This is an optimization exercise on Yosys and OpenROAD, whose aim is small area and a short achievable clock period, not a production implementation. The RTL was checked by simulation tests, not by an equivalence proof against the original design. No activity file was given, so power comes from the tool's default toggle rates.

==> module IOTDF, before the edit <==
module IOTDF( clk, rst, in_en, iot_in, fn_sel, busy, valid, iot_out);
input          clk;
input          rst;
input          in_en;
input  [7:0]   iot_in;
input  [2:0]   fn_sel;
output         busy;
output         valid;
output [127:0] iot_out;
reg  [127:0] x;         
reg  [127:0] y;         
reg  [2:0]   s3;        
reg          carry;     
reg          r;         
reg          ones;      
reg          copy_r;    
reg          emit_r;    
reg  [2:0]   fn;        
reg          valid_r;
reg  [3:0]   cnt;       
reg          started;   
reg          have;      
reg  [2:0]   pos;       
reg          r0done;    
wire ph0  = (cnt == 4'd0);
wire ph1  = (cnt == 4'd1);
wire ph15 = (cnt == 4'd15);
wire f_max  = (fn == 3'b001);
wire f_min  = (fn == 3'b010);
wire f_avg  = (fn == 3'b011);
wire f_ext  = (fn == 3'b100);
wire f_exc  = (fn == 3'b101);
wire f_peak = (fn[2:1] == 2'b11);
wire f_less = (fn == 3'b010) | (fn == 3'b111);
wire [7:0] a = x[127:120];
wire [7:0] b = y[127:120];
wire r_prev = ph1 ? 1'b0 : r;
wire r_next = (a == b) ? r_prev : ((a > b) ^ f_less);
wire ones_next = (a == 8'hFF) & (ph1 | ones);
wire better = r_next;
wire first  = (pos == 3'd0) & ~(f_peak & r0done);
wire last   = (pos == 3'd7);
wire ext_ok = (a >= 8'h70) & ((a < 8'hAF) | ((a == 8'hAF) & ~ones));
wire exc_ok = (a < 8'h7F) | ((a == 8'h7F) & ~ones) | (a >= 8'hC0);
wire copy_now = f_ext | f_exc | first | better;
wire emit_now = have & ((f_max | f_min | f_avg) ? last :
                        f_peak ? (r0done ? better : last) :
                        f_ext  ? ext_ok :
                        f_exc  ? exc_ok : 1'b0);
wire copy = ph0 ? copy_now : copy_r;
wire       first_in = ~have | last;     
wire [3:0] low    = (first_in ? 3'd0 : s3) + x[10:8];
wire [7:0] addend = {ph15 ? 3'd0 : x[10:8], x[7:3]};
wire [8:0] asum   = (first ? 8'd0 : y[7:0]) + addend + carry;
wire [7:0] yin = f_avg ? asum[7:0] : (copy ? x[7:0] : y[7:0]);
assign busy    = 1'b0;
assign valid   = valid_r;
assign iot_out = y;
always @(posedge clk) begin
	x <= {iot_in, x[127:8]};
	y <= {yin, y[127:8]};
	fn <= fn_sel;
	r <= r_next;
	ones <= ones_next;
	if (ph15) begin
		carry <= low[3];
		s3    <= low[2:0];
	end
	else
		carry <= asum[8];
	if (ph0) begin
		copy_r <= copy_now;
		emit_r <= emit_now;
	end
end
always @(posedge clk or posedge rst) begin
	if (rst) begin
		valid_r <= 1'b0;
		cnt     <= 4'd0;
		started <= 1'b0;
		have    <= 1'b0;
		pos     <= 3'd0;
		r0done  <= 1'b0;
	end
	else begin
		valid_r <= ph15 & emit_r;
		if (in_en | started)
			cnt <= cnt + 4'd1;
		if (in_en)
			started <= 1'b1;
		if (ph15) begin
			have <= in_en;
			if (have) begin
				pos <= pos + 3'd1;
				if (last)
					r0done <= 1'b1;
			end
		end
	end
end
endmodule
==> flow/config.mk <==
export PLATFORM = sky130hd
export DESIGN_NAME = IOTDF
export DESIGN_NICKNAME = IOTDF
export VERILOG_FILES = /design/flow/design.v
export SDC_FILE = /design/flow/constraint.sdc
export NUM_CORES = 4
export LEC_CHECK = 0
export CAP_MARGIN = 20
export CORE_MARGIN = 2
export CORE_UTILIZATION = 40
export SETUP_SLACK_MARGIN = 0.3
export SLEW_MARGIN = 20
==> flow/constraint.sdc <==
create_clock -name core_clock -period 10.0 [get_ports {clk}]
set_input_delay 2.0000 -clock core_clock [delete_from_list [all_inputs] [get_ports {clk}]]
set_output_delay 2.0000 -clock core_clock [all_outputs]
set_load 0.01 [all_outputs]
run.sh (not shown) runs the stock make flow with config.mk's settings and CLKGATE_MAP_FILE= SYNTH_SCRIPT=/design/flow/synth_recipe.tcl, a recipe that flattens the netlist after the stock synthesis.
Edit:
--- a/flow/design.v
+++ b/flow/design.v
@@ -14,27 +14,26 @@
 reg          carry;     
 reg          r;         
 reg          ones;      
 reg          copy_r;    
 reg          emit_r;    
-reg  [2:0]   fn;        
 reg          valid_r;
 reg  [3:0]   cnt;       
 reg          started;   
 reg          have;      
 reg  [2:0]   pos;       
 reg          r0done;    
 wire ph0  = (cnt == 4'd0);
 wire ph1  = (cnt == 4'd1);
 wire ph15 = (cnt == 4'd15);
-wire f_max  = (fn == 3'b001);
-wire f_min  = (fn == 3'b010);
-wire f_avg  = (fn == 3'b011);
-wire f_ext  = (fn == 3'b100);
-wire f_exc  = (fn == 3'b101);
-wire f_peak = (fn[2:1] == 2'b11);
-wire f_less = (fn == 3'b010) | (fn == 3'b111);
+wire f_max  = (fn_sel == 3'b001);
+wire f_min  = (fn_sel == 3'b010);
+wire f_avg  = (fn_sel == 3'b011);
+wire f_ext  = (fn_sel == 3'b100);
+wire f_exc  = (fn_sel == 3'b101);
+wire f_peak = (fn_sel[2:1] == 2'b11);
+wire f_less = (fn_sel == 3'b010) | (fn_sel == 3'b111);
 wire [7:0] a = x[127:120];
 wire [7:0] b = y[127:120];
 wire r_prev = ph1 ? 1'b0 : r;
 wire r_next = (a == b) ? r_prev : ((a > b) ^ f_less);
 wire ones_next = (a == 8'hFF) & (ph1 | ones);
@@ -47,31 +46,26 @@
 wire emit_now = have & ((f_max | f_min | f_avg) ? last :
                         f_peak ? (r0done ? better : last) :
                         f_ext  ? ext_ok :
                         f_exc  ? exc_ok : 1'b0);
 wire copy = ph0 ? copy_now : copy_r;
-wire       first_in = ~have | last;     
-wire [3:0] low    = (first_in ? 3'd0 : s3) + x[10:8];
+wire [3:0] low  = (first ? 3'd0 : s3) + x[2:0];
+wire       cin  = ph0 ? low[3] : carry;
 wire [7:0] addend = {ph15 ? 3'd0 : x[10:8], x[7:3]};
-wire [8:0] asum   = (first ? 8'd0 : y[7:0]) + addend + carry;
+wire [8:0] asum = (first ? 8'd0 : y[7:0]) + addend + cin;
 wire [7:0] yin = f_avg ? asum[7:0] : (copy ? x[7:0] : y[7:0]);
 assign busy    = 1'b0;
 assign valid   = valid_r;
 assign iot_out = y;
 always @(posedge clk) begin
 	x <= {iot_in, x[127:8]};
 	y <= {yin, y[127:8]};
-	fn <= fn_sel;
 	r <= r_next;
 	ones <= ones_next;
-	if (ph15) begin
-		carry <= low[3];
-		s3    <= low[2:0];
-	end
-	else
-		carry <= asum[8];
+	carry <= asum[8];
 	if (ph0) begin
+		s3     <= low[2:0];
 		copy_r <= copy_now;
 		emit_r <= emit_now;
 	end
 end
 always @(posedge clk or posedge rst) begin
Result: Via count shrinks by 1.6%. Worst setup slack loses 2000 ps. Total power increases by about 2.4%. Cell count drops by about 0.45%. Count of clock-buffer cells in the layout shrinks by 3.

==> static timing again, ports no longer ideal <==
The results above use ideal ports. As a check the final layouts listed here were re-extracted and re-timed, cells and wires unchanged.
Step 1 assumes that a clkbuf_16 drives the clock port and a buf_2 every other input.
Step 2 times the ports against the registers' clock, not the clock port: input delays grow and output delays shrink by t, the midpoint of the rising clock arrivals with the driver on.
Slacks: ideal / step 1 / step 2; pairs: ideal / step 1.
| run | t (ns) | slack for setup (ns) | worst hold slack (ns) | latest minus earliest clock arrival (ns) |
|---|---|---|---|---|
| the first run | 0.545 | 6.448 / 6.406 / 6.911 | 0.323 / 0.323 / 0.323 | 0.010 / 0.010 |
| the second run | 0.550 | 4.454 / 4.471 / 3.922 | 0.322 / 0.322 / 0.322 | 0.009 / 0.009 |
After both steps every run listed still meets setup and hold. The setup slack of the second run, which loses most, moves by +0.017 ns with the drivers and by -0.532 ns with both steps.
